Context: an optimization exercise on an open-source flow, tuned for small area. The choices shown serve that exercise and are no tape-out recipe.
In this exercise RTL edits were held to simulation tests only and were not proved equivalent to the original.
The flow treats the clock pin as an ideal source. Dropping or thinning the clock tree relies on that and would not hold on a real chip.
Power figures rest on the tool's default switching activity, not on a simulated workload.

Setup of main:
==> flow/design.v <==
module sync_fifo_sp #(
	parameter W_WIDTH = 32,
	parameter R_WIDTH = 8,
	parameter DEPTH   = 24
)(
	input                          clk,
	input                          rst_n,
	input                          wr_en,
	input      [W_WIDTH-1:0]       din,
	input                          rd_en,
	output     [R_WIDTH-1:0]       dout,
	output                         wfull,
	output                         rempty,
	output     [$clog2(DEPTH):0]   fifo_cnt
);
localparam AW = $clog2(DEPTH);
localparam SP = W_WIDTH / R_WIDTH;
localparam KW = $clog2(SP);
localparam NB = DEPTH * SP;           
localparam NG = NB / 3;               
localparam N4 = NG / 4;               
reg [AW-1:0] w_ptr;
reg [AW-1:0] r_ptr;       
reg [KW-1:0] k;           
reg          busy;
reg [AW-1:0] cnt;         
assign fifo_cnt = {1'b0, cnt};
assign wfull  = cnt[AW-1] & cnt[AW-2];
assign rempty = cnt == 0;
wire wacc = wr_en & ~wfull;
wire fin  = busy & (k == SP - 1);
wire racc = rd_en & ~rempty & ~(fin & (cnt == 1));
wire w_lo7 = &w_ptr[2:0];
wire r_lo7 = &r_ptr[2:0];
wire [1:0] w_hi_n = (w_ptr[4:3] == 2'd2) ? 2'd0 : w_ptr[4:3] + 1'b1;
wire [1:0] r_hi_n = (r_ptr[4:3] == 2'd2) ? 2'd0 : r_ptr[4:3] + 1'b1;
always @(posedge clk or negedge rst_n) begin
	if (~rst_n) begin
		w_ptr <= 0;
		r_ptr <= 0;
		busy  <= 1'b0;
		k     <= 0;
		cnt   <= 0;
	end else begin
		if (wacc) begin
			w_ptr[2:0] <= w_ptr[2:0] + 1'b1;
			if (w_lo7)
				w_ptr[4:3] <= w_hi_n;
		end
		if (fin) begin
			r_ptr[2:0] <= r_ptr[2:0] + 1'b1;
			if (r_lo7)
				r_ptr[4:3] <= r_hi_n;
		end
		busy <= (busy & ~fin) | racc;
		if (busy)
			k <= k + 1'b1;
		if (wacc & ~fin)
			cnt <= cnt + 1'b1;
		else if (~wacc & fin)
			cnt <= cnt - 1'b1;
	end
end
reg  [W_WIDTH-1:0] mem   [0:DEPTH-1];
wire [W_WIDTH-1:0] mem_d [0:DEPTH-1];
wire [NB-1:0]      bsel;               
wire [R_WIDTH-1:0] rd_byte;
genvar i, b, g;
wire [7:0]    wlo, rlo_n;
wire [2:0]    whi;
wire [3*SP-1:0] rhk_n;
generate
for (i = 0; i < 8; i = i + 1) begin : g_lo
	assign wlo[i] = w_ptr[2:0] == i;
	assign rlo_n[i] = r_ptr[2:0] != i;
end
for (i = 0; i < 3; i = i + 1) begin : g_hi
	assign whi[i] = wacc & (w_ptr[AW-1:3] == i);
	for (b = 0; b < SP; b = b + 1) begin : g_k
		assign rhk_n[i*SP + b] = ~((r_ptr[AW-1:3] == i) & (k == b));
	end
end
for (i = 0; i < DEPTH; i = i + 1) begin : g_word
	wire we, wen;
	fifo_nand2 u_wdec (.a(whi[i / 8]), .b(wlo[i % 8]), .y(wen));
	fifo_inv   u_winv (.a(wen), .y(we));
	for (b = 0; b < W_WIDTH; b = b + 1) begin : g_bit
		fifo_ao22 u_hold (.a1(we), .a2(din[b]), .b1(wen), .b2(mem[i][b]), .y(mem_d[i][b]));
	end
	always @(posedge clk)
		mem[i] <= mem_d[i];
	for (b = 0; b < SP; b = b + 1) begin : g_byte
		fifo_nor2 u_sel (.a(rlo_n[i % 8]), .b(rhk_n[(i / 8)*SP + b]), .y(bsel[i*SP + b]));
	end
end
for (b = 0; b < R_WIDTH; b = b + 1) begin : g_out
	wire [NG-1:0] t1;
	wire [N4-1:0] t2;
	wire [3:0]    t3;
	for (g = 0; g < NG; g = g + 1) begin : g_aoi
		fifo_aoi222 u_aoi (
			.a1(bsel[3*g]),     .a2(mem[(3*g)   / SP][((3*g)   % SP)*R_WIDTH + b]),
			.b1(bsel[3*g + 1]), .b2(mem[(3*g+1) / SP][((3*g+1) % SP)*R_WIDTH + b]),
			.c1(bsel[3*g + 2]), .c2(mem[(3*g+2) / SP][((3*g+2) % SP)*R_WIDTH + b]),
			.y(t1[g]));
	end
	for (g = 0; g < N4; g = g + 1) begin : g_nand
		fifo_nand4 u_nand (.a(t1[4*g]), .b(t1[4*g+1]), .c(t1[4*g+2]), .d(t1[4*g+3]), .y(t2[g]));
	end
	for (g = 0; g < 4; g = g + 1) begin : g_nor
		fifo_nor2 u_nor (.a(t2[2*g]), .b(t2[2*g+1]), .y(t3[g]));
	end
	fifo_nand4 u_out (.a(t3[0]), .b(t3[1]), .c(t3[2]), .d(t3[3]), .y(rd_byte[b]));
end
endgenerate
assign dout = rd_byte;
endmodule
module fifo_ao22 (input a1, input a2, input b1, input b2, output y);
assign y = (a1 & a2) | (b1 & b2);
endmodule
module fifo_aoi222 (input a1, input a2, input b1, input b2, input c1, input c2, output y);
assign y = ~((a1 & a2) | (b1 & b2) | (c1 & c2));
endmodule
module fifo_nand4 (input a, input b, input c, input d, output y);
assign y = ~(a & b & c & d);
endmodule
module fifo_inv (input a, output y);
assign y = ~a;
endmodule
module fifo_nand2 (input a, input b, output y);
assign y = ~(a & b);
endmodule
module fifo_nor2 (input a, input b, output y);
assign y = ~(a | b);
endmodule
export LEC_CHECK = 0
export CAP_MARGIN = 20
export CORE_MARGIN = 2
export CORE_UTILIZATION = 75
export PLACE_DENSITY = 0.85
export SLEW_MARGIN = 20
export SYNTH_HIERARCHICAL = 1
export SYNTH_MINIMUM_KEEP_SIZE = 0
create_clock -name core_clock -period 5.0 [get_ports {clk}]
standard.sh (not shown) runs the stock make flow with config.mk's settings and CLKGATE_MAP_FILE= SYNTH_SCRIPT=/design/flow/synth_recipe.tcl, a recipe that flattens the netlist after the stock synthesis.
==> flow/flow/run.sh <==
#!/bin/bash
# The standard layout (bash standard.sh), with two changes:
#  - the clock tree is built by cts_tree.tcl (sourced as the PRE_CTS hook, it
#    replaces clock_tree_synthesis): flip-flops split by recursive bisection
#    into groups of CTREE_LEAF_SIZE, each driven by one inverter, the leaf
#    inverters grouped under mid-level inverters, all under one root buffer;
#  - port buffers of the smallest buffer cell (repair may still resize them).
set -euo pipefail
cd "$(dirname "$0")/.."
export PRE_CTS_TCL="$PWD/flow/cts_tree.tcl"
export CTREE_LEAF_CELL=sky130_fd_sc_hd__inv_8
export CTREE_LEAF_SIZE=20
export CTREE_MID_CELL=sky130_fd_sc_hd__inv_12
export CTREE_MID_SIZE=5
export CTREE_ROOT_CELL=sky130_fd_sc_hd__clkbuf_16
export BUFFER_PORTS_ARGS="-buffer_cell sky130_fd_sc_hd__buf_1"
bash standard.sh > standard.log 2>&1
Other scripts of this flow, unchanged in this note and not shown: flow/flow/cts_tree.tcl
main: done, clean on timing, DRC and antenna
Here is what was changed in the inputs of the feature branch compared with main.
diff --git a/flow/design.v b/flow/design.v
--- a/flow/design.v
+++ b/flow/design.v
@@ -73,12 +73,10 @@
 for (i = 0; i < 8; i = i + 1) begin : g_lo
 	assign wlo[i] = w_ptr[2:0] == i;
-	assign rlo_n[i] = r_ptr[2:0] != i;
 end
 for (i = 0; i < 3; i = i + 1) begin : g_hi
 	assign whi[i] = wacc & (w_ptr[AW-1:3] == i);
-	for (b = 0; b < SP; b = b + 1) begin : g_k
-		assign rhk_n[i*SP + b] = ~((r_ptr[AW-1:3] == i) & (k == b));
-	end
 end
+fifo_dec_lo u_rlo (.a(r_ptr[2:0]), .yn(rlo_n));
+fifo_dec_hk u_rhk (.h(r_ptr[AW-1:3]), .k(k), .yn(rhk_n));
 for (i = 0; i < DEPTH; i = i + 1) begin : g_word
 	wire we, wen;
@@ -116,4 +114,32 @@
 assign dout = rd_byte;
 endmodule
+module fifo_dec_lo (input [2:0] a, output [7:0] yn);
+genvar i;
+generate
+for (i = 0; i < 8; i = i + 1) begin : g
+	assign yn[i] = a != i;
+end
+endgenerate
+endmodule
+module fifo_dec_hk (input [1:0] h, input [1:0] k, output [11:0] yn);
+wire [2:0] hs;
+wire [3:0] ks;
+fifo_dec_h u_h (.a(h), .y(hs));
+fifo_dec_k u_k (.a(k), .y(ks));
+genvar i, j;
+generate
+for (i = 0; i < 3; i = i + 1) begin : g_h
+	for (j = 0; j < 4; j = j + 1) begin : g_k
+		fifo_nand2 u_n (.a(hs[i]), .b(ks[j]), .y(yn[4*i + j]));
+	end
+end
+endgenerate
+endmodule
+module fifo_dec_h (input [1:0] a, output [2:0] y);
+assign y = {a == 2'd2, a == 2'd1, a == 2'd0};
+endmodule
+module fifo_dec_k (input [1:0] a, output [3:0] y);
+assign y = {a == 2'd3, a == 2'd2, a == 2'd1, a == 2'd0};
+endmodule
 module fifo_ao22 (input a1, input a2, input b1, input b2, output y);
 assign y = (a1 & a2) | (b1 & b2);
==> comparison <==
- For main, the launching instance or port of the critical path was r_ptr[0], unlike the feature branch, where it was r_ptr[2].
- Number of global-route vias before repair (lower): main
- Taking main as the reference, in the feature branch worst setup slack before clock tree synthesis picked up an extra 0.22 ns; sequential share of layout area roughly the same; die area closely matched the old numbers.
- Total power went up slightly going from main to the feature branch.
- The feature branch vs main, worst setup path endpoint: dout[0] vs dout[3]
- Higher cell count after placement goes to main over the feature branch.
- Detailed-route wire length (the feature branch vs. main) increases slightly
- Compared with main, in the feature branch ratio of final minimum period to clock period went down; flip-flop and latch count flat.
- Comparing the two runs side by side, the feature branch comes out ahead of main on worst setup slack.
- The feature branch — estimated wirelength of the detail-placed design 400 um higher, main as reference
- Power spent charging and discharging nets (the feature branch over main): increase, 0.87%
- Post-route worst hold slack of the feature branch is on par with main.
- Cell with the largest stage delay on the worst path = a222oi_1: main; cell with the largest stage delay on the worst path = or3b_1: the feature branch
No run of this note takes its clock network from TritonCTS; it comes from the design's own scripts or RTL.


Setup of the baseline:
Another version of the RTL of sync_fifo_sp (not shown whole).
Size: about 27000 um^2 of cells after synthesis.
==> module sync_fifo_sp, before the edit <==
module sync_fifo_sp #(
	parameter W_WIDTH = 32,
	parameter R_WIDTH = 8,
	parameter DEPTH   = 24
)(
	input                          clk,
	input                          rst_n,
	input                          wr_en,
	input      [W_WIDTH-1:0]       din,
	input                          rd_en,
	output     [R_WIDTH-1:0]       dout,
	output                         wfull,
	output                         rempty,
	output     [$clog2(DEPTH):0]   fifo_cnt
);
localparam AW = $clog2(DEPTH);
localparam SP = W_WIDTH / R_WIDTH;
localparam KW = $clog2(SP);
localparam NB = DEPTH * SP;           
localparam NG = NB / 3;               
localparam N4 = NG / 4;               
reg [AW-1:0] w_ptr;
reg [AW-1:0] r_ptr;       
reg [KW-1:0] k;           
reg          busy;
reg [AW-1:0] cnt;         
assign fifo_cnt = {1'b0, cnt};
assign wfull  = cnt[AW-1] & cnt[AW-2];
assign rempty = cnt == 0;
wire wacc = wr_en & ~wfull;
wire fin  = busy & (k == SP - 1);
wire racc = rd_en & ~rempty & ~(fin & (cnt == 1));
wire w_lo7 = &w_ptr[2:0];
wire r_lo7 = &r_ptr[2:0];
wire [1:0] w_hi_n = (w_ptr[4:3] == 2'd2) ? 2'd0 : w_ptr[4:3] + 1'b1;
wire [1:0] r_hi_n = (r_ptr[4:3] == 2'd2) ? 2'd0 : r_ptr[4:3] + 1'b1;
always @(posedge clk or negedge rst_n) begin
	if (~rst_n) begin
		w_ptr <= 0;
		r_ptr <= 0;
		busy  <= 1'b0;
		k     <= 0;
		cnt   <= 0;
	end else begin
		if (wacc) begin
			w_ptr[2:0] <= w_ptr[2:0] + 1'b1;
			if (w_lo7)
				w_ptr[4:3] <= w_hi_n;
		end
		if (fin) begin
			r_ptr[2:0] <= r_ptr[2:0] + 1'b1;
			if (r_lo7)
				r_ptr[4:3] <= r_hi_n;
		end
		busy <= (busy & ~fin) | racc;
		if (busy)
			k <= k + 1'b1;
		if (wacc & ~fin)
			cnt <= cnt + 1'b1;
		else if (~wacc & fin)
			cnt <= cnt - 1'b1;
	end
end
reg  [W_WIDTH-1:0] mem   [0:DEPTH-1];
wire [W_WIDTH-1:0] mem_d [0:DEPTH-1];
wire [DEPTH-1:0]   rsel_n;
wire [SP-1:0]      ksel_n;
wire [NB-1:0]      bsel;               
wire [R_WIDTH-1:0] rd_byte;
genvar i, b, g;
wire [7:0] wlo, rlo;
wire [2:0] whi, rhi;
generate
for (i = 0; i < 8; i = i + 1) begin : g_lo
	assign wlo[i] = w_ptr[2:0] == i;
	assign rlo[i] = r_ptr[2:0] == i;
end
for (i = 0; i < 3; i = i + 1) begin : g_hi
	assign whi[i] = wacc & (w_ptr[AW-1:3] == i);
	assign rhi[i] = r_ptr[AW-1:3] == i;
end
for (b = 0; b < SP; b = b + 1) begin : g_k
	assign ksel_n[b] = k != b;
end
for (i = 0; i < DEPTH; i = i + 1) begin : g_word
	wire we, wen;
	fifo_nand2 u_wdec (.a(whi[i / 8]), .b(wlo[i % 8]), .y(wen));
	fifo_inv   u_winv (.a(wen), .y(we));
	for (b = 0; b < W_WIDTH; b = b + 1) begin : g_bit
		fifo_ao22 u_hold (.a1(we), .a2(din[b]), .b1(wen), .b2(mem[i][b]), .y(mem_d[i][b]));
	end
	always @(posedge clk)
		mem[i] <= mem_d[i];
	fifo_nand2 u_rdec (.a(rhi[i / 8]), .b(rlo[i % 8]), .y(rsel_n[i]));
	for (b = 0; b < SP; b = b + 1) begin : g_byte
		fifo_nor2 u_sel (.a(rsel_n[i]), .b(ksel_n[b]), .y(bsel[i*SP + b]));
	end
end
for (b = 0; b < R_WIDTH; b = b + 1) begin : g_out
	wire [NG-1:0] t1;
	wire [N4-1:0] t2;
	wire [3:0]    t3;
	for (g = 0; g < NG; g = g + 1) begin : g_aoi
		fifo_aoi222 u_aoi (
			.a1(bsel[3*g]),     .a2(mem[(3*g)   / SP][((3*g)   % SP)*R_WIDTH + b]),
			.b1(bsel[3*g + 1]), .b2(mem[(3*g+1) / SP][((3*g+1) % SP)*R_WIDTH + b]),
			.c1(bsel[3*g + 2]), .c2(mem[(3*g+2) / SP][((3*g+2) % SP)*R_WIDTH + b]),
			.y(t1[g]));
	end
	for (g = 0; g < N4; g = g + 1) begin : g_nand
		fifo_nand4 u_nand (.a(t1[4*g]), .b(t1[4*g+1]), .c(t1[4*g+2]), .d(t1[4*g+3]), .y(t2[g]));
	end
	for (g = 0; g < 4; g = g + 1) begin : g_nor
		fifo_nor2 u_nor (.a(t2[2*g]), .b(t2[2*g+1]), .y(t3[g]));
	end
	fifo_nand4 u_out (.a(t3[0]), .b(t3[1]), .c(t3[2]), .d(t3[3]), .y(rd_byte[b]));
end
endgenerate
assign dout = rd_byte;
endmodule
==> flow/config.mk <==
export PLATFORM = sky130hd
export DESIGN_NAME = sync_fifo_sp
export DESIGN_NICKNAME = sync_fifo_sp
export VERILOG_FILES = /design/flow/design.v
export SDC_FILE = /design/flow/constraint.sdc
export NUM_CORES = 4
export LEC_CHECK = 0
export CAP_MARGIN = 20
export CORE_MARGIN = 2
export CORE_UTILIZATION = 75
export PLACE_DENSITY = 0.85
export SLEW_MARGIN = 20
export SYNTH_HIERARCHICAL = 1
export SYNTH_MINIMUM_KEEP_SIZE = 0
==> flow/constraint.sdc <==
create_clock -name core_clock -period 5.0 [get_ports {clk}]
set_input_delay 1.0000 -clock core_clock [delete_from_list [all_inputs] [get_ports {clk}]]
set_output_delay 1.0000 -clock core_clock [all_outputs]
set_load 0.01 [all_outputs]
Scripts as last shown in full above: flow/flow/run.sh
Other scripts of this flow, unchanged in this note and not shown: flow/flow/cts_tree.tcl
The baseline went all the way through the flow, and no timing, DRC or antenna check failed.
#### Input delta (the candidate over the baseline)
diff --git a/flow/design.v b/flow/design.v
--- a/flow/design.v
+++ b/flow/design.v
@@ -27,34 +27,24 @@
 assign fifo_cnt = {1'b0, cnt};
 assign wfull  = cnt[AW-1] & cnt[AW-2];
 assign rempty = cnt == 0;
 wire wacc = wr_en & ~wfull;
 wire fin  = busy & (k == SP - 1);
 wire racc = rd_en & ~rempty & ~(fin & (cnt == 1));
-wire w_lo7 = &w_ptr[2:0];
-wire r_lo7 = &r_ptr[2:0];
-wire [1:0] w_hi_n = (w_ptr[4:3] == 2'd2) ? 2'd0 : w_ptr[4:3] + 1'b1;
-wire [1:0] r_hi_n = (r_ptr[4:3] == 2'd2) ? 2'd0 : r_ptr[4:3] + 1'b1;
 always @(posedge clk or negedge rst_n) begin
 	if (~rst_n) begin
 		w_ptr <= 0;
 		r_ptr <= 0;
 		busy  <= 1'b0;
 		k     <= 0;
 		cnt   <= 0;
 	end else begin
-		if (wacc) begin
-			w_ptr[2:0] <= w_ptr[2:0] + 1'b1;
-			if (w_lo7)
-				w_ptr[4:3] <= w_hi_n;
-		end
-		if (fin) begin
-			r_ptr[2:0] <= r_ptr[2:0] + 1'b1;
-			if (r_lo7)
-				r_ptr[4:3] <= r_hi_n;
-		end
+		if (wacc)
+			w_ptr <= (w_ptr == DEPTH - 1) ? 0 : w_ptr + 1'b1;
+		if (fin)
+			r_ptr <= (r_ptr == DEPTH - 1) ? 0 : r_ptr + 1'b1;
 		busy <= (busy & ~fin) | racc;
 		if (busy)
 			k <= k + 1'b1;
 		if (wacc & ~fin)
 			cnt <= cnt + 1'b1;
 		else if (~wacc & fin)
Results
No stage failed in the candidate, and the final checks on the layout all came back clean. Compared with the baseline, the candidate shows a lower global-route usage over all layers. Diff the baseline -> the candidate: total power went up; portion of netlist area occupied by mux cells did not really move; die area did not really move. The total leakage power of the candidate and that of the baseline are within noise of each other. Largest incremental delay on the critical path: the candidate vs the baseline — no meaningful difference.
No run of this note takes its clock network from TritonCTS; it comes from the design's own scripts or RTL.

## afterwards: timing with drivers on the ports
Ports are ideal in the flow. The routed layouts listed here were re-timed in OpenROAD.
Step 1 assumes that a clkbuf_16 drives the clock port and a buf_2 every other input.
Step 2 times the ports against the registers' clock, not the clock port: input delays grow and output delays shrink by t, the midpoint of the rising clock arrivals with the driver on.
a / b / c = ideal ports / drivers / drivers and shift; a / b = the first two.
run	t (ns)	setup WS [ns]	pins driven straight from the clock port
main	0.611	0.030 / -0.026 / 0.585	1
the feature branch	0.613	0.279 / 0.221 / 0.833	1
the baseline	0.619	0.142 / 0.081 / 0.699	1
the candidate	0.613	0.103 / 0.044 / 0.656	1
After both steps setup and hold are still met in every run listed.
